This design comes from an exercise in tuning for small area on the open sky130 flow, not from production work.
The RTL was checked by simulation tests, not by an equivalence proof against the original design.
The clock port is modelled as an ideal driver; clocking choices that lean on that would not hold on a real chip.
Power figures rest on the tool's default switching activity, not on a simulated workload.

[flow/flow/run.sh]
#!/bin/bash
set -uo pipefail
bash standard.sh "BUFFER_PORTS_ARGS=-buffer_cell sky130_fd_sc_hd__buf_1" \
  "CTS_ARGS=-sink_clustering_enable -repair_clock_nets -dont_use_dummy_load" \
  finish > standard.log 2>&1
rc=$?
tail -n 30 standard.log
exit $rc
[flow/constraint.sdc]
create_clock -name core_clock -period 7.0 [get_ports {clk}]
set_input_delay 1.4000 -clock core_clock [delete_from_list [all_inputs] [get_ports {clk}]]
set_output_delay 1.4000 -clock core_clock [all_outputs]
set_load 0.01 [all_outputs]
[flow/standard.sh]
#!/bin/bash
# synth_recipe.tcl (not shown) runs the flow's synth.tcl, then flattens the netlist and writes it again
# the make line also repeats each setting of config.mk as NAME=value (left out here)
make -C /OpenROAD-flow-scripts/flow DESIGN_CONFIG=/design/flow/config.mk WORK_HOME=/design/flow/orfs CLKGATE_MAP_FILE= SYNTH_SCRIPT=/design/flow/synth_recipe.tcl "${@:-finish}"
[flow/config.mk]
export PLATFORM = sky130hd
export DESIGN_NAME = task4_2
export DESIGN_NICKNAME = task4_2
export VERILOG_FILES = /design/flow/design.v
export SDC_FILE = /design/flow/constraint.sdc
export NUM_CORES = 4
export LEC_CHECK = 0
export CAP_MARGIN = 20
export CORE_MARGIN = 2
export CORE_UTILIZATION = 40
export SLEW_MARGIN = 20
[flow/design.v]
module task4_2(output [95:0] yout,
               output done,
               input data, start, clk);
  reg  [5:0]  cnt;      
  reg  [31:0] d;        
  reg  [15:0] g;        
  wire        run = ~cnt[5];    
  assign done = cnt[5] & cnt[0];
  always @(posedge clk or posedge start)
    if (start)      cnt <= 6'd0;
    else if (!done) cnt <= cnt + 6'd1;
  always @(posedge clk)
    if (run) d <= {data, d[31:1]};
  wire first = (cnt == 6'd0);
  wire x = d[31] ^ g[15];       
  always @(posedge clk)
    if (!done) begin
      if (first) g <= 16'h0000;
      else       g <= {g[14] ^ x, ~g[13:2], g[1] ^ x, ~g[0], ~x};
    end
  wire [15:0] r = g ^ 16'h2AB5;
  wire [34:0] dz = {d, 3'b000};            
  wire [31:0] tz = dz[32:1] ^ dz[31:0];    
  wire [31:0] fo = dz[34:3] ^ tz;
  wire [31:0] fe = fo ^ dz[33:2];
  wire [18:0] q  = {d[29], d[30], d[31], r};
  wire [15:0] tq = q[18:3] ^ q[17:2];      
  wire [15:0] co = q[15:0] ^ tq;
  wire [15:0] ce = co ^ q[16:1];
  assign yout = {fo[15], fe[15], fo[11], fe[11], fo[7], fe[7], fo[3], fe[3],
                 fo[14], fe[14], fo[10], fe[10], fo[6], fe[6], fo[2], fe[2],
                 fo[13], fe[13], fo[9], fe[9], fo[5], fe[5], fo[1], fe[1],
                 fo[12], fe[12], fo[8], fe[8], fo[4], fe[4], fo[0], fe[0],
                 fo[31], fe[31], fo[27], fe[27], fo[23], fe[23], fo[19], fe[19],
                 fo[30], fe[30], fo[26], fe[26], fo[22], fe[22], fo[18], fe[18],
                 fo[29], fe[29], fo[25], fe[25], fo[21], fe[21], fo[17], fe[17],
                 fo[28], fe[28], fo[24], fe[24], fo[20], fe[20], fo[16], fe[16],
                 co[0], ce[0], co[4], ce[4], co[8], ce[8], co[12], ce[12],
                 co[1], ce[1], co[5], ce[5], co[9], ce[9], co[13], ce[13],
                 co[2], ce[2], co[6], ce[6], co[10], ce[10], co[14], ce[14],
                 co[3], ce[3], co[7], ce[7], co[11], ce[11], co[15], ce[15]};
endmodule
==> results of run 1 <==
[worst register-to-register path: stages, from the launching register on]
cell,delay (ns)
dfrtp_1,0.43
nor4_1,0.25
and2_1,0.53
nor2_1,0.11
[power groups by stage]
stage          combinational [mW]  sequential, mW  clock, mW
2_1_floorplan            0.000554           0.353          0
3_3_place_gp              0.00111           0.353          0
3_5_place_dp              0.00112           0.353          0
4_1_cts                   0.00115           0.345      0.161
5_1_grt                   0.00131           0.345      0.171
6_report                  0.00104           0.346      0.154
[registers in the layout (all words and copies together) (netlist names)]
register / cells
cnt: 6
g: 16
d: 32
[cells in the mapped netlist (all sizes together)]
library cell | instances | area, sq um
xnor2 | 119 | 1050
edfxtp | 48 | 1440
xor2 | 33 | 319
nor2 | 16 | 60.1
dfrtp | 6 | 150
inv | 6 | 22.5
buf | 5 | 32.5
nand2 | 5 | 18.8
clkbuf | 4 | 16.3
ha | 2 | 25.0
nand4 | 2 | 12.5
o21ai | 2 | 10.0
and2 | 1 | 6.26
nand3 | 1 | 5.00
nor4 | 1 | 6.26
[cell families after synthesis]
kind of cell,after synthesis,share of synthesized area [%]
AO/OA/AOI/OAI,2,0.315
XOR/XNOR,152,43.1
flip-flops,54,50.1
buffers and inverters,15,2.25
AND/OR/NAND/NOR,26,3.43
adder cells (fa/ha/maj),2,0.788
[area by class of cell]
class | count | share of cell area (%)
Multi-Input combinational cell | 182 | 40.9
Sequential cell | 54 | 43.0
Inverter | 6 | 0.608
Timing Repair Buffer | 100 | 10.2
Clock buffer | 5 | 1.86
Tap cell | 102 | 3.45
[worst max path at each step]
stage | slack (ns) | to | from
after floorplan | 4.35 | yout[16] | g[14]
after global placement | 4.18 | yout[8] | g[14]
after detailed placement | 4.15 | yout[8] | g[14]
after CTS | 3.79 | yout[8] | g[14]
after global routing | 3.68 | yout[8] | g[14]
final | 3.82 | yout[8] | g[14]
[stage by stage]
step,instance area [sq um],hold slack [ns],std cells,util (%),worst slack (ns)
3_3_place_gp,3630,0.488,444,47.0,4.18
3_5_place_dp,3630,0.492,444,47.0,4.15
5_1_grt,3700,0.547,449,47.9,3.68
6_report,3700,0.515,449,47.9,3.82
4_1_cts,3700,0.512,449,47.9,3.79
2_1_floorplan,3180,0.424,251,-,4.35
[metal layers]
layer  up-vias  global-route usage (%)
met5         -                       0
met3         8                    3.14
met1       911                    19.3
met4         0                    4.41
li1        988                       -
met2        54                    19.7
==> metrics.csv, run 1 <==
metric;value;unit
post-CTS sizing;0;
reg2reg start;cnt[3];
Sink Count;54;
Antenna diodes;0;
first-pass detailed-route iteration total;4;
Setup Crit Path Kind;reg2out;
register area;1590;sq um
Rel. slew slack;45.5;%
Max Slew Vio Count;0;
DIE HEIGHT;93.1;um
R2R setup slack;5.42;ns
Mapped Cells;251;
Area growth, synth to finish;16.6;%
net load switching power;0.0898;mW
commonest cells after routing, fill and taps aside;118 x xnor2_1, 99 x buf_1, 48 x edfxtp_1;
ANT nets after route;0;
PwrDens;135;nW/um^2
syn_area_per_cell;12.7;sq um
GRT Total Usage;13.3;%
# DRC;0;
antenna violations before repair;0;
Avg WL per Cell;12.5;um
fillcell total;752;
initial DRC count;86;
CTS H-tree depth;2;
Critical Path AT;1.78;ns
VDD IR max;0.107;mV
Min-Delay Endpoint;cnt[4];
area of the mapped netlist;3180;sq um
I/O pin cnt;100;
total power;0.500;mW
hold wc startpoint;cnt[4];
clk_skew;0.0210;ns
CP max stage cell;edfxtp_1;
CTS max path bufs;2;
Core Footprint;7730;sq um
area of the multi-input gates;1510;sq um
CTS tree;done;
top sig layer;met4;
combinational share of power;0.2;%
internal power;0.411;mW
synth warn;1;
clock transition at the registers of the reported paths;0.09;ns
# setup viols final;0;
nets@finish;354;
Root Buffer;clkbuf_8;
die area;8670;sq um
RSZ-0062 raised after global routing;no;
Inserted Clock Buffers;5;
GP Congestion;0.784;
starting density of the core;41.1;%
commonest non-fill, non-tap cell in the layout;xnor2_1;
clock insertion delay at the later pin of the skew report;0.30;ns
Tmin final;3.18;ns
first-pass GRT wire length;9000;um
final wirelength;5630;um
startpoint types;flip-flop;
CP peak stage delay;0.48;ns
leakage;1.15;nW
period utilization;45.4;%
hold path cells;1;
CP Buf/Inv Count;1;
Final TNS setup;0;ns
DP Wirelength;4320;um
die width;93.1;um
vias;1961;
Slew @ Worst Pin;0.816;ns
largest net degree at the start of global routing;36;
CP top delay family;XOR/XNOR gates;
crit-path cells;xnor2_2 > xor2_1 > xnor2_1 > buf_1;
Metal-1 WL;2730;um
Crit path depth;4;
Clk pwr share;30.7;%
syn_nets;256;
Rows;32;
synthesized flop and latch total;54;
min-delay worst type;reg2reg;
Final Hold Fails;0;
cts hold-fix bufs;0;
r2r worst-path depth;3;
Switching Share;17.9;%
port bufs;99;
CP endpoint kind;output pin;
post-synth cell types;19;
met3 routed WL;302;um
crit-path max FO;3;
met2 WL;2520;um
layout cell share with drive strength beyond 1;3.17;%
vias per cell;4.37;
Seq/Total Area, Yosys;50.1;%
GRT overflow;0;
outcome;complete, no violations;
max-cap check violation count;0;
number of global-route vias before repair;1799;
Sequential Power Share;69.1;%
reg2reg end;g[2];
Max Fclk;0.315;GHz
Critical Path RT;5.60;ns
post-CTS setup buffer count;0;
==> inputs of run 2 (changes only) <==
==> flow/flow/run.sh (replaced) <==
#!/bin/bash
# The standard layout with three changes:
#  - after the standard synthesis, flow/xorsyn.py rebuilds the netlist's
#    XOR network (the convolutional-code outputs) with fewer gates; the
#    registers and all other cells are kept as synthesised;
#  - the port buffers are the smallest buffer cell;
#  - clock tree synthesis adds no dummy load cells.
set -uo pipefail
R=orfs/results/${FLOW_PLATFORM}/task4_2/base
KNOBS=("BUFFER_PORTS_ARGS=-buffer_cell sky130_fd_sc_hd__buf_1"
       "CTS_ARGS=-sink_clustering_enable -repair_clock_nets -dont_use_dummy_load")
bash standard.sh "${KNOBS[@]}" synth > synth.log 2>&1 || { tail -n 30 synth.log; exit 1; }
cp "$R/1_2_yosys.v" "$R/1_2_yosys_abc.v"
python3 flow/xorsyn.py "$R/1_2_yosys_abc.v" "$R/1_2_yosys.v" > xorsyn.log 2>&1 || { cat xorsyn.log; exit 1; }
cat xorsyn.log
rm -f "$R/1_synth.odb" "$R/1_synth.sdc"
bash standard.sh "${KNOBS[@]}" finish > standard.log 2>&1
rc=$?
tail -n 30 standard.log
exit $rc
==> flow/flow/xorsyn.py (new file) <==
#!/usr/bin/env python3
"""Re-synthesise the XOR network of a flat Yosys netlist for least area.

Usage: xorsyn.py IN.v OUT.v

Every xor2/xnor2/inv/buf cell of the netlist ("linear" cells) is removed. Each
net that such a cell drives and that a module output or another cell reads is
a target: an XOR of source nets (register outputs, inputs, outputs of other
cells) plus a constant. The targets are rebuilt from two-input XOR/XNOR gates
by Paar's greedy common-pair elimination (best of several tie-breaking runs);
a gate's choice between XOR and XNOR absorbs the constants, so inverters are
only needed where one node must be used in both polarities. All other cells,
and so all registers with their names, are kept as they are.
"""
import collections
import itertools
import random
import re
import sys

LIN = re.compile(r'sky130_fd_sc_hd__(xor2|xnor2|inv|clkinv|buf|clkbuf)_\d+$')


def parse(text):
    m = re.search(r'\bmodule\s+(\S+)\s*\((.*?)\);', text, re.S)
    top, body_start = m.group(1), m.end()
    body_end = text.rindex('endmodule')
    body = text[body_start:body_end]
    items = []          # ('decl', text) or ('cell', type, name, pins, text)
    pos = 0
    stmt = re.compile(r'\s*((?:\(\*.*?\*\)\s*)*)(input|output|inout|wire|reg)\b(.*?);'
                      r'|\s*((?:\(\*.*?\*\)\s*)*)(\S+)\s+(\\\S+|\S+)\s*\((.*?)\)\s*;', re.S)
    while True:
        mm = stmt.match(body, pos)
        if not mm:
            rest = body[pos:].strip()
            assert rest == '', rest[:200]
            break
        pos = mm.end()
        if mm.group(2):
            items.append(('decl', mm.group(2), mm.group(3).strip()))
        else:
            pins = {}
            for pm in re.finditer(r'\.(\w+)\s*\(\s*(.*?)\s*\)\s*(?:,|$)', mm.group(7).strip(), re.S):
                pins[pm.group(1)] = pm.group(2).strip()
            items.append(('cell', mm.group(5), mm.group(6), pins))
    return top, m.group(2), items


def norm(n):
    return n.strip()


def esc(n):
    """Escaped identifiers need a space before the next token."""
    return n + ' ' if n.startswith('\\') else n


def main(src, dst, tries=400):
    text = open(src).read()
    top, ports, items = parse(text)
    outs = set()
    for it in items:
        if it[0] == 'decl' and it[1] == 'output':
            d = it[2]
            mm = re.match(r'\[(\d+):(\d+)\]\s*(\S+)', d)
            if mm:
                hi, lo, nm = int(mm.group(1)), int(mm.group(2)), mm.group(3)
                for i in range(min(hi, lo), max(hi, lo) + 1):
                    outs.add(f'{nm}[{i}]')
            else:
                outs.add(d.split()[-1])
    cells = [it for it in items if it[0] == 'cell']
    lin = [c for c in cells if LIN.match(c[1])]
    other = [c for c in cells if not LIN.match(c[1])]
    drv = {}
    for c in lin:
        o = c[3].get('X', c[3].get('Y'))
        drv[norm(o)] = c
    memo = {}

    def fn(net):
        net = norm(net)
        if net in memo:
            return memo[net]
        c = drv.get(net)
        if c is None:
            r = (frozenset([net]), 0)
        else:
            kind = LIN.match(c[1]).group(1)
            p = c[3]
            if kind in ('xor2', 'xnor2'):
                a, b = fn(p['A']), fn(p['B'])
                r = (a[0] ^ b[0], a[1] ^ b[1] ^ (kind == 'xnor2'))
            elif kind in ('inv', 'clkinv'):
                a = fn(p['A'])
                r = (a[0], a[1] ^ 1)
            else:
                r = fn(p['A'])
        memo[net] = r
        return r

    # sinks: linear nets read by other cells or that are outputs
    read_by_other = set()
    for c in other:
        for k, v in c[3].items():
            read_by_other.add(norm(v))
    sinks = [n for n in drv if n in outs or n in read_by_other]
    tgt = {n: fn(n) for n in sinks}
    for n, (s, p) in tgt.items():
        assert len(s) > 0 or True
    sets = sorted({s for s, p in tgt.values() if len(s) > 1}, key=lambda s: sorted(s))

    def paar(rng):
        T = [set(s) for s in sets]
        nodes = []
        while True:
            cnt = collections.Counter()
            for t in T:
                for a, b in itertools.combinations(sorted(t), 2):
                    cnt[(a, b)] += 1
            if not cnt:
                break
            best = max(cnt.values())
            cands = sorted(p for p, v in cnt.items() if v == best)
            a, b = rng.choice(cands) if rng else cands[0]
            new = f'@{len(nodes)}'
            nodes.append((a, b))
            for t in T:
                if a in t and b in t:
                    t.discard(a); t.discard(b); t.add(new)
        return nodes, [next(iter(t)) for t in T]

    best = paar(None)
    rng = random.Random(12345)
    for _ in range(tries):
        r = paar(rng)
        if len(r[0]) < len(best[0]):
            best = r
    nodes, roots = best
    root_of = dict(zip(sets, roots))
    # which sinks need which (root, parity)
    want = collections.defaultdict(list)     # root -> list of (sink, parity)
    for n in sinks:
        s, p = tgt[n]
        if len(s) == 1:
            want[next(iter(s))].append((n, p))
        else:
            want[root_of[s]].append((n, p))
    # node polarity: choose from its sinks (port sinks first), default 0
    pol = {}
    name = {}
    newcells = []
    newwires = []
    uid = [0]

    def fresh():
        uid[0] += 1
        w = f'_xs{uid[0]}_'
        newwires.append(w)
        return w
    for i, (a, b) in enumerate(nodes):
        nd = f'@{i}'
        ws = want.get(nd, [])
        ws.sort(key=lambda x: (x[0] not in outs, x[0]))
        if ws:
            pol[nd] = ws[0][1]
            name[nd] = ws[0][0]
        else:
            pol[nd] = 0
            name[nd] = fresh()
        pa = pol.get(a, 0); pb = pol.get(b, 0)
        na = name.get(a, a); nb = name.get(b, b)
        kind = 'xor2' if (pa ^ pb) == pol[nd] else 'xnor2'
        pin = 'X' if kind == 'xor2' else 'Y'
        newcells.append((f'sky130_fd_sc_hd__{kind}_1', {'A': na, 'B': nb, pin: name[nd]}))
    # remaining sinks
    rename = {}
    for root, ws in want.items():
        rp = pol.get(root, 0)
        rn = name.get(root, root)
        for sink, p in ws:
            if sink == rn:
                continue
            if p == rp and sink not in outs:
                rename[sink] = rn
                continue
            if p == rp:
                newcells.append(('sky130_fd_sc_hd__buf_1', {'A': rn, 'X': sink}))
            else:
                newcells.append(('sky130_fd_sc_hd__inv_1', {'A': rn, 'Y': sink}))
    # emit
    removed = set(drv) - set(sinks)
    out = [f'module {top}({ports});']
    for it in items:
        if it[0] == 'decl':
            nm = it[2].split()[-1]
            if it[1] == 'wire' and (nm in removed or nm in rename):
                continue
            out.append(f'  {it[1]} {esc(it[2])};')
    for w in newwires:
        out.append(f'  wire {w};')
    k = 0
    for c in other:
        pins = ', '.join(f'.{p}({esc(rename.get(norm(v), norm(v)))})' for p, v in c[3].items())
        out.append(f'  {c[1]} {esc(c[2])} ({pins});')
    for t, p in newcells:
        k += 1
        pins = ', '.join(f'.{a}({esc(b)})' for a, b in p.items())
        out.append(f'  {t} _xsc{k}_ ({pins});')
    out.append('endmodule')
    open(dst, 'w').write('\n'.join(out) + '\n')
    nx = sum(1 for t, p in newcells if 'xor' in t)
    print(f'xorsyn: {len(lin)} linear cells ({sum(1 for c in lin if "xor" in c[1])} xor) -> '
          f'{len(newcells)} ({nx} xor), {len(sinks)} targets')


if __name__ == '__main__':
    main(sys.argv[1], sys.argv[2])
==> run 2 against run 1 <==
- still clean on timing, DRC and antenna
- setup slack lost 0.036 ns
- routed wire length fell by 3.2%
- synthesized cell count shrank 6.8%
- clock power barely moved
- flip-flop and latch count did not move
- sequential share of layout area is 1.6 points higher
- largest power group unchanged
==> metrics.csv, run 2 <==
metric;value;unit;change
VDD IR max;0.0654;mV;-39%
CTS max path bufs;2;;unchanged
CTS tree;done;;
DP Wirelength;4140;um;-4.3%
port bufs;99;;unchanged
syn_area_per_cell;12.9;sq um;+1.6%
crit-path max FO;7;;+4
initial DRC count;57;;-34%
Max Slew Vio Count;0;;unchanged
GP Congestion;0.769;;-1.9%
Finished Layout Cells;435;;-3.1%
GRT overflow;0;;unchanged
nets@finish;343;;-3.1%
area of the mapped netlist;3010;sq um;-5.2%
PwrDens;140;nW/um^2;+3.8%
clock insertion delay at the later pin of the skew report;0.30;ns;about the same
Critical Path AT;1.82;ns;+0.04 ns
# DRC;0;;unchanged
startpoint types;flip-flop;;
max-cap check violation count;0;;unchanged
commonest non-fill, non-tap cell in the layout;xor2_1;;
period utilization;45.9;%;+0.52 points
vias per cell;4.36;;-0.26%
Rel. slew slack;45.2;%;-0.27 points
CP top delay family;XOR/XNOR gates;;
leakage;1.32;nW;+15%
commonest cells after routing, fill and taps aside;126 x xor2_1, 99 x buf_1, 48 x edfxtp_1;;
die area;8230;sq um;-5.0%
Final TNS setup;0;ns;unchanged
DIE HEIGHT;90.7;um;-2.5%
CTS H-tree depth;2;;unchanged
Root Buffer;clkbuf_8;;
synth warn;1;;unchanged
Final Hold Fails;0;;unchanged
post-CTS sizing;0;;unchanged
clk_skew;0.0185;ns;-0.00254 ns
first-pass GRT wire length;8870;um;-1.5%
max FFs per register;32;;unchanged
Critical Path RT;5.60;ns;about the same
Largest Register;d;;
Antenna diodes;0;;unchanged
largest net degree at the start of global routing;36;;unchanged
RSZ-0062 raised after global routing;no;;
final wirelength;5450;um;-3.2%
CP Buf/Inv Count;1;;unchanged
vias;1895;;-3.4%
antenna violations before repair;0;;unchanged
Slew @ Worst Pin;0.820;ns;+0.00407 ns
syn_nets;239;;-6.6%
Area growth, synth to finish;18.6;%;
outcome;complete, no violations;;
Mapped Cells;234;;-6.8%
layout cell share with drive strength beyond 1;1.79;%;-1.4 points
Max Fclk;0.311;GHz;-1.1%
I/O pin cnt;100;;unchanged
Setup Crit Path Kind;reg2out;;
Core Footprint;7250;sq um;-6.1%
Inserted Clock Buffers;5;;unchanged
starting density of the core;41.5;%;+0.39 points
CP endpoint kind;output pin;;
# setup viols final;0;;unchanged
Tmin final;3.22;ns;+0.0362 ns
crit-path cells;xor2_1 > xnor2_1 > buf_1;;
Placed Cells;430;;-3.2%
ANT nets after route;0;;unchanged
Sink Count;54;;unchanged
Avg WL per Cell;12.5;um;about the same
GRT Total Usage;13.1;%;-0.16 points
Rows;31;;-3.1%
CP peak stage delay;0.66;ns;+0.18 ns
CP max stage cell;xor2_1;;
number of global-route vias before repair;1853;;+3.0%
min-delay worst type;reg2reg;;
cts hold-fix bufs;0;;unchanged
top flop regs;d (32), g (16), cnt (6);;
first-pass detailed-route iteration total;4;;unchanged
post-CTS setup buffer count;0;;unchanged
clock transition at the registers of the reported paths;0.10;ns;about the same
die width;90.7;um;-2.5%
[run 2: final timing paths]
path	depth (start not counted)	slack, ns	endpoint	startpoint
max	3	3.78	yout[17]	d[31]
min	1	0.52	cnt[4]	cnt[4]
max reg2reg	3	5.34	g[2]	d[31]
min reg2reg	1	0.52	cnt[4]	cnt[4]
max in group asynchronous	2	5.81	cnt[0]	start
min in group asynchronous	2	0.99	cnt[3]	start
[run 2: per-stage QoR]
| stage | hold WS, ns | total power, mW | instance area (sq um) | util, % | worst slack [ns] |
|---|---|---|---|---|---|
| 3_3_place_gp | 0.496 | 0.354 | 3500 | 48.3 | 4.11 |
| 3_5_place_dp | 0.501 | 0.354 | 3500 | 48.3 | 4.08 |
| 4_1_cts | 0.517 | 0.509 | 3570 | 49.2 | 3.73 |
| 2_1_floorplan | 0.468 | 0.353 | 3010 | - | 4.25 |
| 6_report | 0.517 | 0.501 | 3570 | 49.2 | 3.78 |
| 5_1_grt | 0.540 | 0.520 | 3570 | 49.2 | 3.63 |
[run 2: area by class of cell]
| cell class | count | area [sq um] |
|---|---|---|
| fill | 694 | 3680 |
| sequential | 54 | 1590 |
| inverter | 5 | 18.8 |
| clock buffer | 5 | 68.8 |
| timing repair buffer | 100 | 379 |
| tap | 99 | 124 |
| multi-input combinational | 172 | 1390 |
[run 2: per-layer routing]
layer,vias to the layer above,GRT usage (%),share of wire [%]
met5,-,0,0
met4,0,3.85,0.53
met3,2,3.26,5.2
met2,47,21.0,47
met1,887,17.8,47
li1,959,-,-
[run 2: report_power, final]
group	switching (mW)	total [mW]	internal [mW]	leakage, nW
clock network	0.0896	0.154	0.0648	0.0359
registers	0	0.345	0.345	0.505
logic	0.000785	0.00108	0.000290	0.778
total	0.0904	0.501	0.411	1.32
==> inputs of run 3 (changes only) <==
==> flow/flow/clkbuf.py (new file) <==
#!/usr/bin/env python3
"""Put one clock buffer between the clock port and every clock pin.

Usage: clkbuf.py IN.v OUT.v PORT CELL
"""
import re
import sys

src, dst, port, cell = sys.argv[1:5]
text = open(src).read()
net = f'{port}_buf'
n = len(re.findall(r'\.CLK\(\s*' + re.escape(port) + r'\s*\)', text))
text = re.sub(r'\.CLK\(\s*' + re.escape(port) + r'\s*\)', f'.CLK({net})', text)
i = text.rindex('endmodule')
text = (text[:i] + f'  wire {net};\n  {cell} _clkroot_ (.A({port}), .X({net}));\n'
        + text[i:])
open(dst, 'w').write(text)
print(f'clkbuf: {n} clock pins now on {cell}')
==> run 3 against run 2 <==
- via count stayed put
- maximum frequency stayed put
- clock power hardly changed
- flip-flop and latch count stayed put
- non-clock buffer count stayed put
- clock skew stayed put
- highest routed layer unchanged
==> metrics.csv, run 3 <==
metric;value;unit;change
outcome;complete, no violations;;
Critical Path RT;5.60;ns;about the same
number of global-route vias before repair;1853;;unchanged
Inserted Clock Buffers;5;;unchanged
die width;90.7;um;unchanged
# DRC;0;;unchanged
clk_skew;0.0185;ns;unchanged
CTS max path bufs;2;;unchanged
CP top delay family;XOR/XNOR gates;;
Largest Register;d;;
leakage;1.32;nW;unchanged
post-CTS setup buffer count;0;;unchanged
met1 GRT Util;17.8;%;unchanged
fillcell total;694;;unchanged
Antenna diodes;0;;unchanged
min-delay worst type;reg2reg;;
post-CTS sizing;0;;unchanged
routing usage on met3;3.26;%;unchanged
Setup Crit Path Kind;reg2out;;
GP Congestion;0.769;;unchanged
Mapped Cells;234;;unchanged
crit-path cells;xor2_1 > xnor2_1 > buf_1;;
largest net degree at the start of global routing;36;;unchanged
DP Wirelength;4140;um;unchanged
Avg WL per Cell;12.5;um;unchanged
Area growth, synth to finish;18.6;%;unchanged
met2 global-route usage;21.0;%;unchanged
layout cell share with drive strength beyond 1;1.79;%;unchanged
CP max stage cell;xor2_1;;
Min-Delay Endpoint;cnt[4];;
R2R setup slack;5.34;ns;about the same
Core Footprint;7250;sq um;unchanged
CP endpoint kind;output pin;;
Final Util;49.2;%;unchanged
GRT Total Usage;13.1;%;unchanged
Critical Path AT;1.82;ns;about the same
CP peak stage delay;0.66;ns;about the same
GRT overflow;0;;unchanged
Rel. slew slack;45.2;%;unchanged
Slew @ Worst Pin;0.820;ns;unchanged
GR peak layer;met2;;
total power;0.501;mW;unchanged
I/O pin cnt;100;;unchanged
Final Hold Fails;0;;unchanged
final wirelength;5450;um;unchanged
port bufs;99;;unchanged
die area;8230;sq um;unchanged
synth warn;1;;unchanged
ANT nets after route;0;;unchanged
reg2reg start;d[31];;
# setup viols final;0;;unchanged
RSZ-0062 raised after global routing;no;;
Final TNS setup;0;ns;unchanged
Root Buffer;clkbuf_8;;
Place WS;4.08;ns;unchanged
cts hold-fix bufs;0;;unchanged
Crit path depth;3;;unchanged
VDD IR max;0.0654;mV;unchanged
period utilization;45.9;%;unchanged
PwrDens;140;nW/um^2;unchanged
CP Buf/Inv Count;1;;unchanged
crit-path max FO;7;;unchanged
clock transition at the registers of the reported paths;0.10;ns;about the same
Sink Count;54;;unchanged
vias per cell;4.36;;unchanged
Tmin final;3.22;ns;unchanged
hold wc startpoint;cnt[4];;
antenna violations before repair;0;;unchanged
CTS tree;done;;
Rows;31;;unchanged
clock insertion delay at the later pin of the skew report;0.30;ns;about the same
max FFs per register;32;;unchanged
max-cap check violation count;0;;unchanged
commonest cells after routing, fill and taps aside;126 x xor2_1, 99 x buf_1, 48 x edfxtp_1;;
CTS H-tree depth;2;;unchanged
Max Fclk;0.311;GHz;unchanged
initial DRC count;57;;unchanged
vias;1895;;unchanged
DIE HEIGHT;90.7;um;unchanged
hold path cells;1;;unchanged
startpoint types;flip-flop;;
reg2reg end;g[2];;
top flop regs;d (32), g (16), cnt (6);;
Setup WS post-layout;3.78;ns;unchanged
area of the mapped netlist;3010;sq um;unchanged
syn_nets;239;;unchanged
r2r worst-path depth;3;;unchanged
commonest non-fill, non-tap cell in the layout;xor2_1;;
syn_area_per_cell;12.9;sq um;unchanged
first-pass GRT wire length;8870;um;unchanged
first-pass detailed-route iteration total;4;;unchanged
nets@finish;343;;unchanged
Max Slew Vio Count;0;;unchanged
starting density of the core;41.5;%;unchanged
==> run 3: cell counts in the layout (fill, tap and decap cells not counted) <==
Identical to the previous run, type by type.
==> run 3: area by class of cell <==
cell class / count / area (sq um) / share of cell area [%]
Timing Repair Buffer: 100 / 379 / 10.6
Multi-Input combinational cell: 172 / 1390 / 38.9
Clock buffer: 5 / 68.8 / 1.93
Sequential cell: 54 / 1590 / 44.6
Tap cell: 99 / 124 / 3.47
Inverter: 5 / 18.8 / 0.526
==> run 3: through the flow <==
step / hold WS (ns) / cells / instance area, sq um
after floorplan: 0.468 / 234 / 3010
after global placement: 0.496 / 430 / 3500
after detailed placement: 0.501 / 430 / 3500
after CTS: 0.517 / 435 / 3570
after global routing: 0.540 / 435 / 3570
final: 0.517 / 435 / 3570
==> run 3: worst max path at each step <==
stage | slack (ns) | endpoint | startpoint
floorplan | 4.25 | yout[18] | g[11]
global placement | 4.11 | yout[17] | d[31]
detailed placement | 4.08 | yout[17] | d[31]
CTS | 3.73 | yout[17] | d[31]
global route | 3.63 | yout[16] | d[31]
finish | 3.78 | yout[17] | d[31]
==> run 3: power breakdown <==
part	internal, mW	switching [mW]	leakage (nW)	total [mW]
logic	0.000290	0.000785	0.778	0.00108
registers	0.345	0	0.505	0.345
clock network	0.0648	0.0896	0.0359	0.154
total	0.411	0.0904	1.32	0.501
==> run 3: layer usage <==
layer | vias up | wire (um)
li1 | 959 | -
met1 | 887 | 2570
met2 | 47 | 2560
met3 | 2 | 286
met4 | 0 | 29
met5 | - | 0
==> inputs of run 4 (changes only) <==
--- a/flow/flow/run.sh
+++ b/flow/flow/run.sh
@@ -13,6 +13,9 @@
 cp "$R/1_2_yosys.v" "$R/1_2_yosys_abc.v"
 python3 flow/xorsyn.py "$R/1_2_yosys_abc.v" "$R/1_2_yosys.v" > xorsyn.log 2>&1 || { cat xorsyn.log; exit 1; }
 cat xorsyn.log
+mv "$R/1_2_yosys.v" "$R/1_2_yosys_xs.v"
+python3 flow/clkbuf.py "$R/1_2_yosys_xs.v" "$R/1_2_yosys.v" clk sky130_fd_sc_hd__clkbuf_16 > clkbuf.log 2>&1 || { cat clkbuf.log; exit 1; }
+cat clkbuf.log
 rm -f "$R/1_synth.odb" "$R/1_synth.sdc"
 bash standard.sh "${KNOBS[@]}" finish > standard.log 2>&1
 rc=$?
==> run 4 against run 3 <==
- register-to-register slack hardly changed
- final area stayed put
- sequential power hardly changed
- critical path depth stayed put
- worst hold slack hardly changed
- highest routed layer unchanged
- cell count stayed put
- still clean on timing, DRC and antenna
- clock skew is 0.0055 ns lower
- clock power hardly changed
==> metrics.csv, run 4 <==
metric;value;unit;change
min-delay worst type;reg2reg;;
period utilization;46.0;%;+0.086 points
hold path cells;1;;unchanged
Crit path depth;3;;unchanged
Final Hold Fails;0;;unchanged
CP Buf/Inv Count;1;;unchanged
Largest Register;d;;
vias;1940;;+2.4%
startpoint types;flip-flop;;
GP Congestion;0.792;;+2.9%
Critical Path RT;5.60;ns;about the same
CP max stage cell;xor2_1;;
most used cell, CP;xor2_1;;
starting density of the core;41.6;%;+0.12 points
die width;91.1;um;+0.40%
outcome;complete, no violations;;
# setup viols final;0;;unchanged
Crit. Startpoint;d[31];;
clock transition at the registers of the reported paths;0.09;ns;about the same
top flop regs;d (32), g (16), cnt (6);;
CP endpoint kind;output pin;;
commonest non-fill, non-tap cell in the layout;xor2_1;;
CTS max path bufs;2;;unchanged
Max Slew Vio Count;0;;unchanged
GRT Total Usage;13.0;%;-0.17 points
layout cell share with drive strength beyond 1;1.79;%;unchanged
RSZ-0062 raised after global routing;no;;
commonest cells after routing, fill and taps aside;126 x xor2_1, 99 x buf_1, 48 x edfxtp_1;;
Final TNS setup;0;ns;unchanged
largest net degree at the start of global routing;36;;unchanged
Core Footprint;7290;sq um;+0.53%
Area growth, synth to finish;17.6;%;
CTS tree;done;;
crit-path cells;xor2_1 > xor2_1 > buf_1;;
post-CTS setup buffer count;0;;unchanged
Root Buffer;clkbuf_8;;
internal power;0.411;mW;about the same
max-cap check violation count;0;;unchanged
CP peak stage delay;0.67;ns;about the same
Tmin final;3.22;ns;+0.00604 ns
Sequential Power Share;68.6;%;-0.4 points
Max Fclk;0.310;GHz;-0.19%
crit-path max FO;7;;unchanged
Avg WL per Cell;12.7;um;+1.5%
reg2reg start;d[31];;
ANT nets after route;0;;unchanged
area of the mapped netlist;3030;sq um;+0.83%
Sink Count;54;;unchanged
first-pass detailed-route iteration total;4;;unchanged
Inserted Clock Buffers;5;;unchanged
CTS H-tree depth;2;;unchanged
net load switching power;0.0928;mW;+2.7%
# DRC;0;;unchanged
Switching Share;18.4;%;+0.40 points
Rel. slew slack;46.9;%;+1.7 points
syn_nets;240;;+0.42%
antenna violations before repair;0;;unchanged
I/O pin cnt;100;;unchanged
first-pass GRT wire length;8830;um;-0.46%
hold wc startpoint;cnt[4];;
nets@finish;343;;unchanged
Setup Crit Path Kind;reg2out;;
post-route cell area;3570;sq um;unchanged
fillcell total;697;;+0.43%
number of global-route vias before repair;1804;;-2.6%
leakage;1.32;nW;unchanged
max FFs per register;32;;unchanged
final wirelength;5530;um;+1.5%
Antenna diodes;0;;unchanged
vias per cell;4.46;;+2.4%
port bufs;99;;unchanged
DP Wirelength;4100;um;-0.86%
Rows;31;;unchanged
PwrDens;141;nW/um^2;+0.49%
r2r worst-path depth;3;;unchanged
GRT overflow;0;;unchanged
Critical Path AT;1.82;ns;about the same
CP top delay family;XOR/XNOR gates;;
synth warn;1;;unchanged
combinational share of power;0.2;%;about the same
VDD IR max;0.0804;mV;+23%
Clk pwr share;31.1;%;+0.3 points
Mapped Cells;235;;+0.43%
cts hold-fix bufs;0;;unchanged
syn_area_per_cell;12.9;sq um;+0.40%
post-CTS sizing;0;;unchanged
clock insertion delay at the later pin of the skew report;0.30;ns;about the same
initial DRC count;80;;+40%
die area;8300;sq um;+0.80%
DIE HEIGHT;91.1;um;+0.40%
Slew @ Worst Pin;0.794;ns;-0.0254 ns
clk_skew;0.0130;ns;-0.00546 ns
Area after DPL;3500;sq um;unchanged
run 4: worst reg2reg max path: cells and delay by family (launching register included):
kind / cells / cell delay, ns
flops: 1 / 0.47
simple gates: 1 / 0.07
xor+xnor: 2 / 0.86
run 4: through the flow:
| stage | util (%) | hold WS, ns | setup WS (ns) | total power [mW] | instances |
|---|---|---|---|---|---|
| after floorplan | - | 0.468 | 4.25 | 0.426 | 235 |
| after global placement | 48.0 | 0.497 | 4.11 | 0.354 | 430 |
| after detailed placement | 48.0 | 0.498 | 4.08 | 0.354 | 430 |
| after CTS | 49.0 | 0.517 | 3.74 | 0.511 | 435 |
| after global routing | 49.0 | 0.548 | 3.64 | 0.521 | 435 |
| final | 49.0 | 0.517 | 3.78 | 0.503 | 435 |
run 4: path summary, 6_finish.rpt:
| path | to | slack [ns] |
|---|---|---|
| min | cnt[4] | 0.52 |
| max in group asynchronous | cnt[5] | 5.83 |
| max reg2reg | g[2] | 5.33 |
| min reg2reg | cnt[4] | 0.52 |
| min in group asynchronous | cnt[0] | 0.98 |
| max | yout[0] | 3.78 |
run 4: power groups by stage:
stage	clock [mW]	combinational [mW]	sequential [mW]
3_3_place_gp	0	0.00129	0.353
4_1_cts	0.164	0.00133	0.345
3_5_place_dp	0	0.00131	0.353
6_report	0.157	0.00121	0.345
2_1_floorplan	0.0729	0.000554	0.353
5_1_grt	0.174	0.00153	0.345
run 4: layout make-up:
| class | instances | area (sq um) | area share [%] |
|---|---|---|---|
| tap | 99 | 124 | 3.47 |
| timing repair buffer | 100 | 379 | 10.6 |
| clock buffer | 5 | 68.8 | 1.93 |
| multi-input combinational | 172 | 1390 | 38.9 |
| sequential | 54 | 1590 | 44.6 |
| inverter | 5 | 18.8 | 0.526 |
run 4: per-layer routing:
layer	share of wire, %	vias up	global-route usage, %	wire (um)
li1	-	961	-	-
met5	0	-	0	0
met2	47	48	20.6	2570
met1	48	926	17.9	2650
met4	0.69	0	2.27	38
met3	5.0	5	3.82	274
==> inputs of run 5 (changes only) <==
--- a/flow/design.v
+++ b/flow/design.v
@@ -1,17 +1,18 @@
 module task4_2(output [95:0] yout,
                output done,
                input data, start, clk);
-  reg  [5:0]  cnt;      
+  reg  [5:0]  s;        
   reg  [31:0] d;        
   reg  [15:0] g;        
-  wire        run = ~cnt[5];    
-  assign done = cnt[5] & cnt[0];
+  wire all5  = &s[4:0];
+  wire run   = ~all5;
+  wire first = ~s[5] & s[3] & ~s[2] & s[0];
+  assign done = all5 & s[5];
   always @(posedge clk or posedge start)
-    if (start)      cnt <= 6'd0;
-    else if (!done) cnt <= cnt + 6'd1;
+    if (start) s <= 6'b011011;
+    else       s <= {s[4:0], ~(s[5] ^ s[0]) | all5};
   always @(posedge clk)
     if (run) d <= {data, d[31:1]};
-  wire first = (cnt == 6'd0);
   wire x = d[31] ^ g[15];       
   always @(posedge clk)
     if (!done) begin
--- a/flow/flow/run.sh
+++ b/flow/flow/run.sh
@@ -13,9 +13,6 @@
 cp "$R/1_2_yosys.v" "$R/1_2_yosys_abc.v"
 python3 flow/xorsyn.py "$R/1_2_yosys_abc.v" "$R/1_2_yosys.v" > xorsyn.log 2>&1 || { cat xorsyn.log; exit 1; }
 cat xorsyn.log
-mv "$R/1_2_yosys.v" "$R/1_2_yosys_xs.v"
-python3 flow/clkbuf.py "$R/1_2_yosys_xs.v" "$R/1_2_yosys.v" clk sky130_fd_sc_hd__clkbuf_16 > clkbuf.log 2>&1 || { cat clkbuf.log; exit 1; }
-cat clkbuf.log
 rm -f "$R/1_synth.odb" "$R/1_synth.sdc"
 bash standard.sh "${KNOBS[@]}" finish > standard.log 2>&1
 rc=$?
--- a/flow/flow/xorsyn.py
+++ b/flow/flow/xorsyn.py
@@ -3,7 +3,7 @@
 
 Usage: xorsyn.py IN.v OUT.v
 
-Every xor2/xnor2/inv/buf cell of the netlist ("linear" cells) is removed. Each
+Every xor2/xnor2/xor3/xnor3/inv/buf cell of the netlist ("linear" cells) is removed. Each
 net that such a cell drives and that a module output or another cell reads is
 a target: an XOR of source nets (register outputs, inputs, outputs of other
 cells) plus a constant. The targets are rebuilt from two-input XOR/XNOR gates
@@ -18,7 +18,7 @@
 import re
 import sys
 
-LIN = re.compile(r'sky130_fd_sc_hd__(xor2|xnor2|inv|clkinv|buf|clkbuf)_\d+$')
+LIN = re.compile(r'sky130_fd_sc_hd__(xor2|xnor2|xor3|xnor3|inv|clkinv|buf|clkbuf)_\d+$')
 
 
 def parse(text):
@@ -92,6 +92,9 @@
             if kind in ('xor2', 'xnor2'):
                 a, b = fn(p['A']), fn(p['B'])
                 r = (a[0] ^ b[0], a[1] ^ b[1] ^ (kind == 'xnor2'))
+            elif kind in ('xor3', 'xnor3'):
+                a, b, c3 = fn(p['A']), fn(p['B']), fn(p['C'])
+                r = (a[0] ^ b[0] ^ c3[0], a[1] ^ b[1] ^ c3[1] ^ (kind == 'xnor3'))
             elif kind in ('inv', 'clkinv'):
                 a = fn(p['A'])
                 r = (a[0], a[1] ^ 1)
==> run 5 against run 4 <==
- total power grew to 3.2 times the previous value
- setup slack lost 0.038 ns
- first-iteration DRC count is 36% lower
- clock skew is 0.012 ns higher
- highest routed layer unchanged
- largest cell class unchanged
- maximum frequency fell by 1.2%
- synthesized cell count down 6.4%
- worst hold slack got worse by 0.14 ns
- global-route usage shrank 0.72 points
- die area fell by 3.0%
- routed wire length shrank 8.6%
- non-clock buffer count is the same
- cell count decreased by 3.2%
==> metrics.csv, run 5 <==
metric;value;unit;change
outcome;complete, no violations;;
layout cell share with drive strength beyond 1;3.42;%;+1.6 points
Metal-1 WL;2400;um;-9.4%
startpoint types;flip-flop;;
PwrDens;455;nW/um^2;+220%
syn_area_per_cell;13.4;sq um;+3.5%
Largest Register;d;;
Max Fclk;0.307;GHz;-1.2%
DIE HEIGHT;89.7;um;-1.5%
CP Buf/Inv Count;1;;unchanged
cts hold-fix bufs;0;;unchanged
total power;1.60;mW;+220%
CTS tree;done;;
CP peak stage delay;0.49;ns;-0.18 ns
clock transition at the registers of the reported paths;0.09;ns;about the same
Max Slew Vio Count;0;;unchanged
R2R setup slack;5.10;ns;-0.23 ns
Area after DPL;3450;sq um;-1.6%
number of global-route vias before repair;1698;;-5.9%
post-CTS sizing;0;;unchanged
I/O pin cnt;100;;unchanged
crit-path max FO;5;;-2
die area;8050;sq um;-3.0%
Final Hold Fails;0;;unchanged
met3 routed WL;290;um;+5.8%
Rows;31;;unchanged
ANT nets after route;0;;unchanged
crit-path cells;xor2_1 > xnor2_1 > xor2_1 > buf_1;;
first-pass GRT wire length;8200;um;-7.0%
met2 WL;2330;um;-9.6%
Setup WS post-layout;3.74;ns;-0.0375 ns
die width;89.7;um;-1.5%
Tmin final;3.26;ns;+0.0375 ns
port bufs;99;;unchanged
CP max stage cell;xor2_1;;
final wirelength;5060;um;-8.6%
min-delay worst type;reg2reg;;
Place WS;4.04;ns;-0.0447 ns
most used cell, CP;xor2_1;;
vias per cell;4.37;;-2.1%
Area growth, synth to finish;19.6;%;
vias;1838;;-5.3%
# setup viols final;0;;unchanged
Slew @ Worst Pin;0.814;ns;+0.0194 ns
top sig layer;met4;;
Antenna diodes;0;;unchanged
starting density of the core;41.0;%;-0.65 points
Sink Count;54;;unchanged
clk_skew;0.0252;ns;+0.0121 ns
CTS H-tree depth;2;;unchanged
post-route cell area;3510;sq um;-1.5%
top flop regs;d (32), g (16), s (6);;
DP Wirelength;3810;um;-7.1%
Rel. slew slack;45.7;%;-1.2 points
fillcell total;697;;unchanged
syn_nets;223;;-7.1%
first-pass detailed-route iteration total;4;;unchanged
Critical Path RT;5.60;ns;about the same
commonest non-fill, non-tap cell in the layout;xor2_1;;
CTS max path bufs;2;;unchanged
VDD IR max;0.274;mV;+240%
max-cap check violation count;0;;unchanged
Core Footprint;7180;sq um;-1.6%
leakage;1.34;nW;+2.0%
Inserted Clock Buffers;5;;unchanged
Mapped Cells;220;;-6.4%
max FFs per register;32;;unchanged
nets@finish;327;;-4.7%
Critical Path AT;1.86;ns;+0.04 ns
RSZ-0062 raised after global routing;no;;
CP endpoint kind;output pin;;
GRT Total Usage;12.3;%;-0.72 points
Setup Crit Path Kind;reg2out;;
Root Buffer;clkbuf_8;;
Final TNS setup;0;ns;unchanged
# DRC;0;;unchanged
period utilization;46.6;%;+0.54 points
area of the mapped netlist;2940;sq um;-3.1%
GP Congestion;0.733;;-7.4%
antenna violations before repair;0;;unchanged
commonest cells after routing, fill and taps aside;124 x xor2_1, 99 x buf_1, 48 x edfxtp_1;;
largest net degree at the start of global routing;33;;-8.3%
GRT overflow;0;;unchanged
CP top delay family;XOR/XNOR gates;;
post-CTS setup buffer count;0;;unchanged
clock insertion delay at the later pin of the skew report;0.29;ns;about the same
initial DRC count;51;;-36%
Avg WL per Cell;12.0;um;-5.5%
synth warn;1;;unchanged
==> run 5: changes by cell type in the layout (fill, tap and decap cells not counted) <==
cell      previous run  this run
dfstp_2              0         4
xor2_1             126       124
ha_1                 2         0
o21ai_0              2         0
a21o_1               0         1
nand2_1              5         1
nand4_1              2         0
and2_1               1         0
nor4_1               1         0
inv_1                5         1
nor4bb_4             0         1
dfrtp_1              6         2
and4_1               0         1
and3_1               0         1
==> run 5: final timing paths <==
| check | startpoint | endpoint | depth (start not counted) |
|---|---|---|---|
| min reg2reg | s[3] | s[4] | 0 |
| max in group asynchronous | start | s[4] | 2 |
| max reg2reg | s[0] | g[10] | 2 |
| min | s[3] | s[4] | 0 |
| max | d[31] | yout[16] | 4 |
| min in group asynchronous | start | s[2] | 2 |
==> run 5: cell type report <==
class / instances / area (sq um) / share of cell area, %
Timing Repair Buffer: 100 / 379 / 10.8
Sequential cell: 54 / 1600 / 45.4
Clock buffer: 5 / 68.8 / 1.96
Inverter: 1 / 3.75 / 0.107
Tap cell: 99 / 124 / 3.52
Multi-Input combinational cell: 162 / 1340 / 38.2
==> run 5: worst reg2reg max path, delay by kind of cell (launching register included) <==
| family | cells | cell delay [ns] |
|---|---|---|
| AND/OR/NAND/NOR | 2 | 0.83 |
| flip-flops | 1 | 0.57 |
==> run 5: report_power, final <==
part | switching, mW | total, mW | internal, mW
Sequential | 0.0927 | 0.523 | 0.431
Clock | 0.0845 | 0.149 | 0.0647
Combinational | 0.562 | 0.926 | 0.364
==> run 5: per-stage QoR <==
| step | util, % | hold WS [ns] | instances |
|---|---|---|---|
| 2_1_floorplan | - | 0.356 | 220 |
| 3_3_place_gp | 48.0 | 0.369 | 416 |
| 3_5_place_dp | 48.0 | 0.369 | 416 |
| 4_1_cts | 49.0 | 0.385 | 421 |
| 5_1_grt | 49.0 | 0.397 | 421 |
| 6_report | 49.0 | 0.382 | 421 |
==> run 5: metal layers <==
| layer | vias up | global-route usage, % |
|---|---|---|
| met5 | - | 0 |
| met4 | 0 | 3.08 |
| met3 | 5 | 3.27 |
| met2 | 55 | 19.1 |
| met1 | 855 | 17.3 |
| li1 | 923 | - |
==> inputs of run 6 (changes only) <==
--- a/flow/flow/run.sh
+++ b/flow/flow/run.sh
@@ -8,7 +8,8 @@
 set -uo pipefail
 R=orfs/results/${FLOW_PLATFORM}/task4_2/base
 KNOBS=("BUFFER_PORTS_ARGS=-buffer_cell sky130_fd_sc_hd__buf_1"
-       "CTS_ARGS=-sink_clustering_enable -repair_clock_nets -dont_use_dummy_load")
+       "CTS_ARGS=-sink_clustering_enable -repair_clock_nets -dont_use_dummy_load -clk_nets clk"
+       "PRE_CTS_TCL=$PWD/flow/pre_cts.tcl")
 bash standard.sh "${KNOBS[@]}" synth > synth.log 2>&1 || { tail -n 30 synth.log; exit 1; }
 cp "$R/1_2_yosys.v" "$R/1_2_yosys_abc.v"
 python3 flow/xorsyn.py "$R/1_2_yosys_abc.v" "$R/1_2_yosys.v" > xorsyn.log 2>&1 || { cat xorsyn.log; exit 1; }
==> flow/flow/pre_cts.tcl (new file) <==
# The clock port drives a few clock buffers directly; each buffer drives the
# clock pins of one group of registers (groups by k-means on the register
# positions) and sits at its group's centre. Clock tree synthesis then only
# sees the port's net, whose sinks are these buffers.
set cell sky130_fd_sc_hd__clkbuf_8
set k 4
set block [ord::get_db_block]
set dbu [$block getDbUnitsPerMicron]
set net [$block findNet clk]
set pins {}
foreach it [$net getITerms] {
  set box [[$it getInst] getBBox]
  lappend pins [list [$it getInst] [$it getMTerm] \
    [expr {([$box xMin] + [$box xMax]) / 2.0 / $dbu}] \
    [expr {([$box yMin] + [$box yMax]) / 2.0 / $dbu}]]
}
# k-means, started from points spread along x
set sorted [lsort -real -index 2 $pins]
set n [llength $sorted]
set cx {}
set cy {}
for {set i 0} {$i < $k} {incr i} {
  set p [lindex $sorted [expr {int(($i + 0.5) * $n / $k)}]]
  lappend cx [lindex $p 2]
  lappend cy [lindex $p 3]
}
for {set iter 0} {$iter < 50} {incr iter} {
  set groups {}
  for {set i 0} {$i < $k} {incr i} { lappend groups {} }
  foreach p $pins {
    set best 0
    set bd 1e30
    for {set i 0} {$i < $k} {incr i} {
      set d [expr {abs([lindex $p 2] - [lindex $cx $i]) + abs([lindex $p 3] - [lindex $cy $i])}]
      if {$d < $bd} { set bd $d; set best $i }
    }
    lset groups $best [concat [lindex $groups $best] [list $p]]
  }
  for {set i 0} {$i < $k} {incr i} {
    set g [lindex $groups $i]
    if {[llength $g] == 0} continue
    set sx 0.0; set sy 0.0
    foreach p $g { set sx [expr {$sx + [lindex $p 2]}]; set sy [expr {$sy + [lindex $p 3]}] }
    lset cx $i [expr {$sx / [llength $g]}]
    lset cy $i [expr {$sy / [llength $g]}]
  }
}
for {set i 0} {$i < $k} {incr i} {
  set g [lindex $groups $i]
  if {[llength $g] == 0} continue
  set loads {}
  foreach p $g {
    lappend loads [get_pins "[[lindex $p 0] getName]/[[lindex $p 1] getName]"]
  }
  puts "pre_cts: clock buffer $i for [llength $g] clock pins at ([lindex $cx $i], [lindex $cy $i])"
  insert_buffer -buffer_cell $cell -net clk -load_pins $loads \
    -location [list [lindex $cx $i] [lindex $cy $i]] \
    -buffer_name clkleaf$i -net_name clk_leaf$i
}
==> run 6 against run 5 <==
- sequential share of layout area grew 0.18 points
- first-iteration DRC count grew 29%
- maximum frequency grew 4.3%
- flip-flop and latch count is the same
- worst hold slack gained 0.0017 ns
- critical path depth is the same
- clock power shrank 16%
- global-route usage shrank 0.60 points
- final area shrank 0.39%
- synthesized cell count is the same
- routed wire length is essentially flat
- critical path type unchanged
==> metrics.csv, run 6 <==
metric;value;unit;change
synth warn;1;;unchanged
Avg WL per Cell;12.1;um;+0.34%
max FFs per register;32;;unchanged
r2r worst-path depth;2;;unchanged
Largest Register;d;;
Area growth, synth to finish;19.1;%;
Final TNS setup;0;ns;unchanged
Critical Path AT;1.72;ns;-0.14 ns
most used cell, CP;xor2_1;;
RSZ-0062 raised after global routing;no;;
outcome;complete, no violations;;
post-CTS sizing;0;;unchanged
Final Hold Fails;0;;unchanged
max-cap check violation count;0;;unchanged
vias;1831;;-0.38%
die width;89.7;um;unchanged
# setup viols final;0;;unchanged
nets@finish;326;;-0.31%
min-delay worst type;reg2reg;;
syn_area_per_cell;13.4;sq um;unchanged
first-pass GRT wire length;8200;um;about the same
CP peak stage delay;0.49;ns;about the same
largest net degree at the start of global routing;33;;unchanged
post-CTS setup buffer count;0;;unchanged
Place WS;4.04;ns;unchanged
leakage;1.34;nW;-0.53%
final wirelength;5060;um;about the same
CP top delay family;XOR/XNOR gates;;
Max Fclk;0.320;GHz;+4.3%
DP Wirelength;3810;um;unchanged
crit-path max FO;5;;unchanged
port bufs;99;;unchanged
top flop regs;d (32), g (16), s (6);;
Setup Crit Path Kind;reg2out;;
crit-path cells;xor2_1 > xnor2_1 > xor2_1 > buf_1;;
cts hold-fix bufs;0;;unchanged
area of the mapped netlist;2940;sq um;unchanged
Critical Path RT;5.60;ns;about the same
Tmin final;3.12;ns;-0.135 ns
vias per cell;4.36;;-0.14%
commonest non-fill, non-tap cell in the layout;xor2_1;;
Rel. slew slack;45.0;%;-0.64 points
syn_nets;223;;unchanged
antenna violations before repair;0;;unchanged
fillcell total;698;;+0.14%
first-pass detailed-route iteration total;4;;unchanged
startpoint types;flip-flop;;
layout cell share with drive strength beyond 1;3.12;%;-0.30 points
die area;8050;sq um;unchanged
Crit path depth;4;;unchanged
Max Slew Vio Count;0;;unchanged
Core Footprint;7180;sq um;unchanged
Rows;31;;unchanged
commonest cells after routing, fill and taps aside;124 x xor2_1, 99 x buf_1, 48 x edfxtp_1;;
# DRC;0;;unchanged
clock transition at the registers of the reported paths;0.08;ns;about the same
period utilization;44.6;%;-1.9 points
GRT Total Usage;11.7;%;-0.60 points
VDD IR max;0.221;mV;-19%
ANT nets after route;0;;unchanged
hold slack;0.383;ns;+0.00169 ns
CP Buf/Inv Count;1;;unchanged
I/O pin cnt;100;;unchanged
clk_skew;0.00531;ns;-0.0198 ns
DIE HEIGHT;89.7;um;unchanged
starting density of the core;41.0;%;unchanged
hold path cells;0;;unchanged
Setup WS post-layout;3.88;ns;+0.135 ns
Slew @ Worst Pin;0.823;ns;+0.00953 ns
CP endpoint kind;output pin;;
GP Congestion;0.733;;unchanged
Final Util;48.8;%;-0.19 points
clock insertion delay at the later pin of the skew report;0.14;ns;-0.15 ns
Mapped Cells;220;;unchanged
GRT overflow;0;;unchanged
initial DRC count;66;;+29%
CP max stage cell;xor2_1;;
Antenna diodes;0;;unchanged
PwrDens;449;nW/um^2;-1.2%
number of global-route vias before repair;1690;;-0.47%
[run 6: cell type report, clock buffers not listed]
type | count | area, sq um | share of cell area (%)
inverter | 1 | 3.75 | 0.107
multi-input combinational | 162 | 1340 | 38.3
sequential | 54 | 1600 | 45.6
tap | 99 | 124 | 3.54
timing repair buffer | 100 | 379 | 10.8
[run 6: per-layer routing]
metal / vias to the layer above / GRT usage (%) / part of all wire, %
met1: 855 / 17.0 / 47
met2: 54 / 19.1 / 46
met4: 0 / 1.03 / 0.93
li1: 917 / - / -
met3: 5 / 2.10 / 6.2
met5: - / 0 / 0
[run 6: metrics by stage]
| step | cell area (sq um) | instances | power [mW] |
|---|---|---|---|
| 6_report | 3500 | 420 | 1.57 |
| 5_1_grt | 3500 | 420 | 1.71 |
| 3_3_place_gp | 3450 | 416 | 1.47 |
| 3_5_place_dp | 3450 | 416 | 1.47 |
| 2_1_floorplan | 2940 | 220 | 1.14 |
| 4_1_cts | 3500 | 420 | 1.57 |
[run 6: worst paths after layout]
path	from	endpoint	slack, ns
min reg2reg	s[3]	s[4]	0.38
max reg2reg	s[0]	g[1]	5.14
max in group asynchronous	start	s[3]	5.63
max	d[31]	yout[16]	3.88
min	s[3]	s[4]	0.38
min in group asynchronous	start	s[5]	1.12
[run 6: report_power, final]
part           internal, mW  switching, mW
clock network        0.0525         0.0722
registers             0.431         0.0924
logic                 0.364          0.562
==> inputs of run 7 (changes only) <==
--- a/flow/design.v
+++ b/flow/design.v
@@ -13,13 +13,12 @@
     else       s <= {s[4:0], ~(s[5] ^ s[0]) | all5};
   always @(posedge clk)
     if (run) d <= {data, d[31:1]};
-  wire x = d[31] ^ g[15];       
+  wire x   = d[31] ^ g[15];     
+  wire upd = ~done & ~first;    
+  wire [15:0] gn = {~(g[14] ^ x), g[13:2], ~(g[1] ^ x), g[0], x};
   always @(posedge clk)
-    if (!done) begin
-      if (first) g <= 16'h0000;
-      else       g <= {g[14] ^ x, ~g[13:2], g[1] ^ x, ~g[0], ~x};
-    end
-  wire [15:0] r = g ^ 16'h2AB5;
+    g <= ({16{done}} & g) | ({16{upd}} & gn);
+  wire [15:0] r = ~g;
   wire [34:0] dz = {d, 3'b000};            
   wire [31:0] tz = dz[32:1] ^ dz[31:0];    
   wire [31:0] fo = dz[34:3] ^ tz;
--- a/flow/flow/pre_cts.tcl
+++ b/flow/flow/pre_cts.tcl
@@ -3,7 +3,7 @@
 # positions) and sits at its group's centre. Clock tree synthesis then only
 # sees the port's net, whose sinks are these buffers.
 set cell sky130_fd_sc_hd__clkbuf_8
-set k 4
+set k 3
 set block [ord::get_db_block]
 set dbu [$block getDbUnitsPerMicron]
 set net [$block findNet clk]
==> run 7 against run 6 <==
- via count increased by 3.0%
- highest routed layer unchanged
- combinational power increased by 2.5%
- flip-flop and latch count unchanged
- sequential share of layout area decreased by 3.7 points
- total power decreased by 0.58%
- synthesized cell count increased by 3.2%
- largest cell class unchanged
- clock power decreased by 8%
- still clean on timing, DRC and antenna
- global-route usage increased by 0.63 points
- largest power group unchanged
- setup slack got worse by 0.065 ns
- core utilization decreased by 0.80 points
==> metrics.csv, run 7 <==
metric;value;unit;change
crit-path cells;xor2_1 > xor2_1 > xnor2_1 > buf_1;;
ANT nets after route;0;;unchanged
CP peak stage delay;0.51;ns;+0.02 ns
first-pass GRT wire length;8070;um;-1.6%
post-CTS sizing;0;;unchanged
commonest cells after routing, fill and taps aside;118 x xor2_1, 99 x buf_1, 32 x edfxtp_1;;
post-route cell area;3420;sq um;-2.2%
Avg WL per Cell;12.0;um;-0.12%
largest net degree at the start of global routing;33;;unchanged
DP Wirelength;3910;um;+2.7%
die width;89.1;um;-0.72%
Rows;31;;unchanged
Final TNS setup;0;ns;unchanged
port bufs;99;;unchanged
Area growth, synth to finish;18.3;%;
synth warn;1;;unchanged
max FFs per register;32;;unchanged
starting density of the core;40.6;%;-0.39 points
Mapped Cells;227;;+3.2%
die area;7930;sq um;-1.4%
leakage;1.37;nW;+2.5%
syn_nets;230;;+3.1%
max-cap check violation count;0;;unchanged
GP Congestion;0.713;;-2.8%
number of global-route vias before repair;1641;;-2.9%
GRT Total Usage;12.3;%;+0.63 points
area of the mapped netlist;2900;sq um;-1.5%
CP endpoint kind;output pin;;
post-CTS setup buffer count;0;;unchanged
final wirelength;5120;um;+1.1%
# DRC;0;;unchanged
initial DRC count;62;;-6.1%
nets@finish;331;;+1.5%
clk_skew;0.0142;ns;+0.00885 ns
outcome;complete, no violations;;
first-pass detailed-route iteration total;4;;unchanged
area of the multi-input gates;1440;sq um;+7.0%
Area after DPL;3380;sq um;-1.8%
Final Hold Fails;0;;unchanged
Critical Path AT;1.79;ns;+0.07 ns
# setup viols final;0;;unchanged
cts hold-fix bufs;0;;unchanged
GRT overflow;0;;unchanged
Core Footprint;7140;sq um;-0.54%
vias;1886;;+3.0%
VDD IR max;0.367;mV;+66%
clock insertion delay at the later pin of the skew report;0.17;ns;+0.03 ns
I/O pin cnt;100;;unchanged
Antenna diodes;0;;unchanged
Final Util;48.0;%;-0.80 points
syn_area_per_cell;12.8;sq um;-4.5%
top flop regs;d (32), g (16), s (6);;
vias per cell;4.44;;+1.8%
RSZ-0062 raised after global routing;no;;
min-delay worst type;reg2reg;;
Critical Path RT;5.60;ns;about the same
Setup Crit Path Kind;reg2out;;
layout cell share with drive strength beyond 1;2.76;%;-0.35 points
startpoint types;flip-flop;;
Slew @ Worst Pin;1.01;ns;+0.183 ns
CP max stage cell;edfxtp_1;;
clock transition at the registers of the reported paths;0.12;ns;+0.04 ns
Tmin final;3.19;ns;+0.0652 ns
register area;1440;sq um;-10%
hold slack;0.360;ns;-0.0236 ns
period utilization;45.6;%;+0.93 points
Largest Register;d;;
antenna violations before repair;0;;unchanged
commonest non-fill, non-tap cell in the layout;xor2_1;;
Max Slew Vio Count;0;;unchanged
most used cell, CP;xor2_1;;
crit-path max FO;5;;unchanged
fillcell total;687;;-1.6%
DIE HEIGHT;89.1;um;-0.72%
Max Fclk;0.314;GHz;-2.0%
Rel. slew slack;32.5;%;-13 points
PwrDens;457;nW/um^2;+1.6%
run 7: layout make-up, clock buffers not listed:
cell class                      count  area share (%)
Tap cell                           99            3.62
Sequential cell                    54            41.9
Multi-Input combinational cell    167            41.9
Inverter                            2           0.219
Timing Repair Buffer              100            11.1
run 7: power breakdown:
| group | switching, mW | leakage [nW] | total, mW | internal (mW) |
|---|---|---|---|---|
| sequential | 0.103 | 0.539 | 0.501 | 0.397 |
| combinational | 0.550 | 0.811 | 0.949 | 0.399 |
| clock | 0.0750 | 0.0216 | 0.115 | 0.0399 |
| total | 0.728 | 1.37 | 1.56 | 0.837 |
run 7: worst paths after layout:
| check | cells after the start | to | from | slack [ns] |
|---|---|---|---|---|
| worst min register to register | 0 | s[4] | s[3] | 0.36 |
| min in group asynchronous | 2 | s[2] | start | 1.09 |
| max in group asynchronous | 2 | s[3] | start | 5.65 |
| worst min-delay path | 0 | s[4] | s[3] | 0.36 |
| worst max-delay path | 4 | yout[16] | d[31] | 3.81 |
| worst max register to register | 3 | g[1] | s[5] | 5.22 |
run 7: worst max-delay path, delay by kind of cell (launching register included):
family | cells | cell delay, ns
buffers and inverters | 1 | 0.17
XOR/XNOR | 3 | 0.94
flip-flops | 1 | 0.51
run 7: per-stage QoR:
stage                     power (mW)  instances  setup WS, ns
after floorplan                 1.15        227          4.17
after global placement          1.46        422          4.05
after detailed placement        1.46        422          4.03
after CTS                       1.56        425          4.02
after global routing            1.71        425          3.62
final                           1.56        425          3.81
run 7: layer usage:
metal,GRT usage [%],vias up,routed length [um]
met1,18.8,864,2430
met3,1.29,3,334
li1,-,955,-
met5,0,-,0
met4,1.22,0,51
met2,19.6,64,2300
==> inputs of run 8 (changes only) <==
--- a/flow/flow/pre_cts.tcl
+++ b/flow/flow/pre_cts.tcl
@@ -3,7 +3,7 @@
 # positions) and sits at its group's centre. Clock tree synthesis then only
 # sees the port's net, whose sinks are these buffers.
 set cell sky130_fd_sc_hd__clkbuf_8
-set k 3
+set k 4
 set block [ord::get_db_block]
 set dbu [$block getDbUnitsPerMicron]
 set net [$block findNet clk]
==> run 8 against run 7 <==
- register-to-register slack about the same
- total power increased by 0.85%
- routed wire length increased by 0.90%
- critical path type unchanged
- critical path depth unchanged
- area after synthesis unchanged
- cell count increased by 0.24%
- largest cell class unchanged
==> metrics.csv, run 8 <==
metric;value;unit;change
outcome;complete, no violations;;
die width;89.1;um;unchanged
max FFs per register;32;;unchanged
synth warn;1;;unchanged
vias per cell;4.44;;+0.14%
Critical Path AT;1.76;ns;-0.03 ns
initial DRC count;58;;-6.5%
GP Congestion;0.713;;unchanged
Tmin final;3.16;ns;-0.0328 ns
leakage;1.38;nW;+0.52%
total power;1.58;mW;+0.85%
DP Wirelength;3910;um;unchanged
CP max stage cell;edfxtp_1;;
syn_area_per_cell;12.8;sq um;unchanged
post-CTS setup buffer count;0;;unchanged
antenna violations before repair;0;;unchanged
post-CTS sizing;0;;unchanged
commonest cells after routing, fill and taps aside;118 x xor2_1, 99 x buf_1, 32 x edfxtp_1;;
top flop regs;d (32), g (16), s (6);;
final wirelength;5160;um;+0.90%
Final Hold Fails;0;;unchanged
fillcell total;690;;+0.44%
Rel. slew slack;32.3;%;-0.21 points
Antenna diodes;0;;unchanged
crit-path max FO;5;;unchanged
GRT overflow;0;;unchanged
VDD IR max;0.378;mV;+2.9%
number of global-route vias before repair;1640;;-0.061%
Core Footprint;7140;sq um;unchanged
Slew @ Worst Pin;1.01;ns;+0.00314 ns
period utilization;45.1;%;-0.47 points
nets@finish;332;;+0.30%
I/O pin cnt;100;;unchanged
# DRC;0;;unchanged
Avg WL per Cell;12.1;um;+0.66%
first-pass detailed-route iteration total;4;;unchanged
Mapped Cells;227;;unchanged
Area growth, synth to finish;18.8;%;
vias;1893;;+0.37%
Critical Path RT;5.60;ns;about the same
CP endpoint kind;output pin;;
die area;7930;sq um;unchanged
GRT Total Usage;12.4;%;+0.058 points
cts hold-fix bufs;0;;unchanged
Setup Crit Path Kind;reg2out;;
crit-path cells;xor2_1 > xor2_1 > xnor2_1 > buf_1;;
Rows;31;;unchanged
Final TNS setup;0;ns;unchanged
port bufs;99;;unchanged
most used cell, CP;xor2_1;;
ANT nets after route;0;;unchanged
RSZ-0062 raised after global routing;no;;
R2R setup slack;5.23;ns;about the same
first-pass GRT wire length;8110;um;+0.51%
syn_nets;230;;unchanged
max-cap check violation count;0;;unchanged
Max Fclk;0.317;GHz;+1.0%
clock transition at the registers of the reported paths;0.10;ns;-0.02 ns
CP peak stage delay;0.50;ns;about the same
Largest Register;d;;
starting density of the core;40.6;%;unchanged
Area after DPL;3380;sq um;unchanged
Max Slew Vio Count;0;;unchanged
startpoint types;flip-flop;;
clk_skew;0.0213;ns;+0.00718 ns
# setup viols final;0;;unchanged
layout cell share with drive strength beyond 1;3.06;%;+0.30 points
PwrDens;459;nW/um^2;+0.44%
DIE HEIGHT;89.1;um;unchanged
commonest non-fill, non-tap cell in the layout;xor2_1;;
largest net degree at the start of global routing;33;;unchanged
post-route cell area;3440;sq um;+0.40%
area of the mapped netlist;2900;sq um;unchanged
min-delay worst type;reg2reg;;
clock insertion delay at the later pin of the skew report;0.16;ns;about the same
hold slack;0.376;ns;+0.0161 ns
## run 8: changes by cell type in the layout (fill, tap and decap cells not counted)
cell | before | now
clkbuf_8 | 3 | 4
## run 8: worst max-delay path, delay by kind of cell, from the launching register on
kind / cells / cell delay [ns]
xor+xnor: 3 / 0.93
flops: 1 / 0.50
buf+inv: 1 / 0.17
## run 8: cell type report, clock buffers not listed
cell class                 count  area (sq um)  area share, %
inverter                       2          7.51          0.218
multi-input combinational    167          1440           41.8
sequential                    54          1440           41.8
tap                           99           124           3.60
timing repair buffer         100           379           11.0
## run 8: metrics by stage
stage,std cells,util [%],worst slack (ns)
after floorplan,227,-,4.17
after global placement,422,47.4,4.05
after detailed placement,422,47.4,4.03
after CTS,426,48.2,4.02
after global routing,426,48.2,3.64
final,426,48.2,3.84
## run 8: final timing paths
path                        from  endpoint  cells after the start
setup / recovery           d[31]  yout[16]                      4
hold / removal              s[3]      s[4]                      0
setup reg to reg            s[5]      g[8]                      3
hold reg to reg             s[3]      s[4]                      0
max in group asynchronous  start      s[4]                      2
min in group asynchronous  start      s[5]                      2
## run 8: per-layer routing
metal | vias up | share of wire, % | GRT usage [%]
met2 | 65 | 44 | 19.7
met1 | 864 | 47 | 18.8
li1 | 959 | - | -
met3 | 5 | 7.2 | 1.57
met4 | 0 | 1.1 | 1.22
met5 | - | 0 | 0
## run 8: power by group
part | internal [mW] | total [mW] | switching [mW]
clock | 0.0525 | 0.128 | 0.0754
sequential | 0.398 | 0.501 | 0.104
combinational | 0.399 | 0.948 | 0.549
total | 0.849 | 1.58 | 0.728

## separate check: timing with driven ports
In the flow no input, the clock included, has a driving cell. The finished layouts below were timed again as built, in two steps. Step 1: set_driving_cell puts a clkbuf_16 on clk and a buf_2 on each other input, an assumption about the parent block. Step 2, shift: input delay + t, output delay - t, t = (earliest + latest rising clock arrival at the registers) / 2. This alone moves slack from input paths to output paths. Three values: no drivers, after step 1, after step 2; two values: the first two.
run	t (ns)	setup WS [ns]
run 1	0.318	3.820 / 3.792 / 4.110
run 2	0.320	3.784 / 3.756 / 4.076
run 3	0.320	3.784 / 3.756 / 4.076
run 4	0.321	3.778 / 3.754 / 4.075
run 5	0.310	3.741 / 3.712 / 4.023
run 6	0.196	3.876 / 3.821 / 4.017
run 7	0.211	3.811 / 3.761 / 3.972
run 8	0.205	3.844 / 3.784 / 3.989
After both steps every run listed still meets setup and hold.
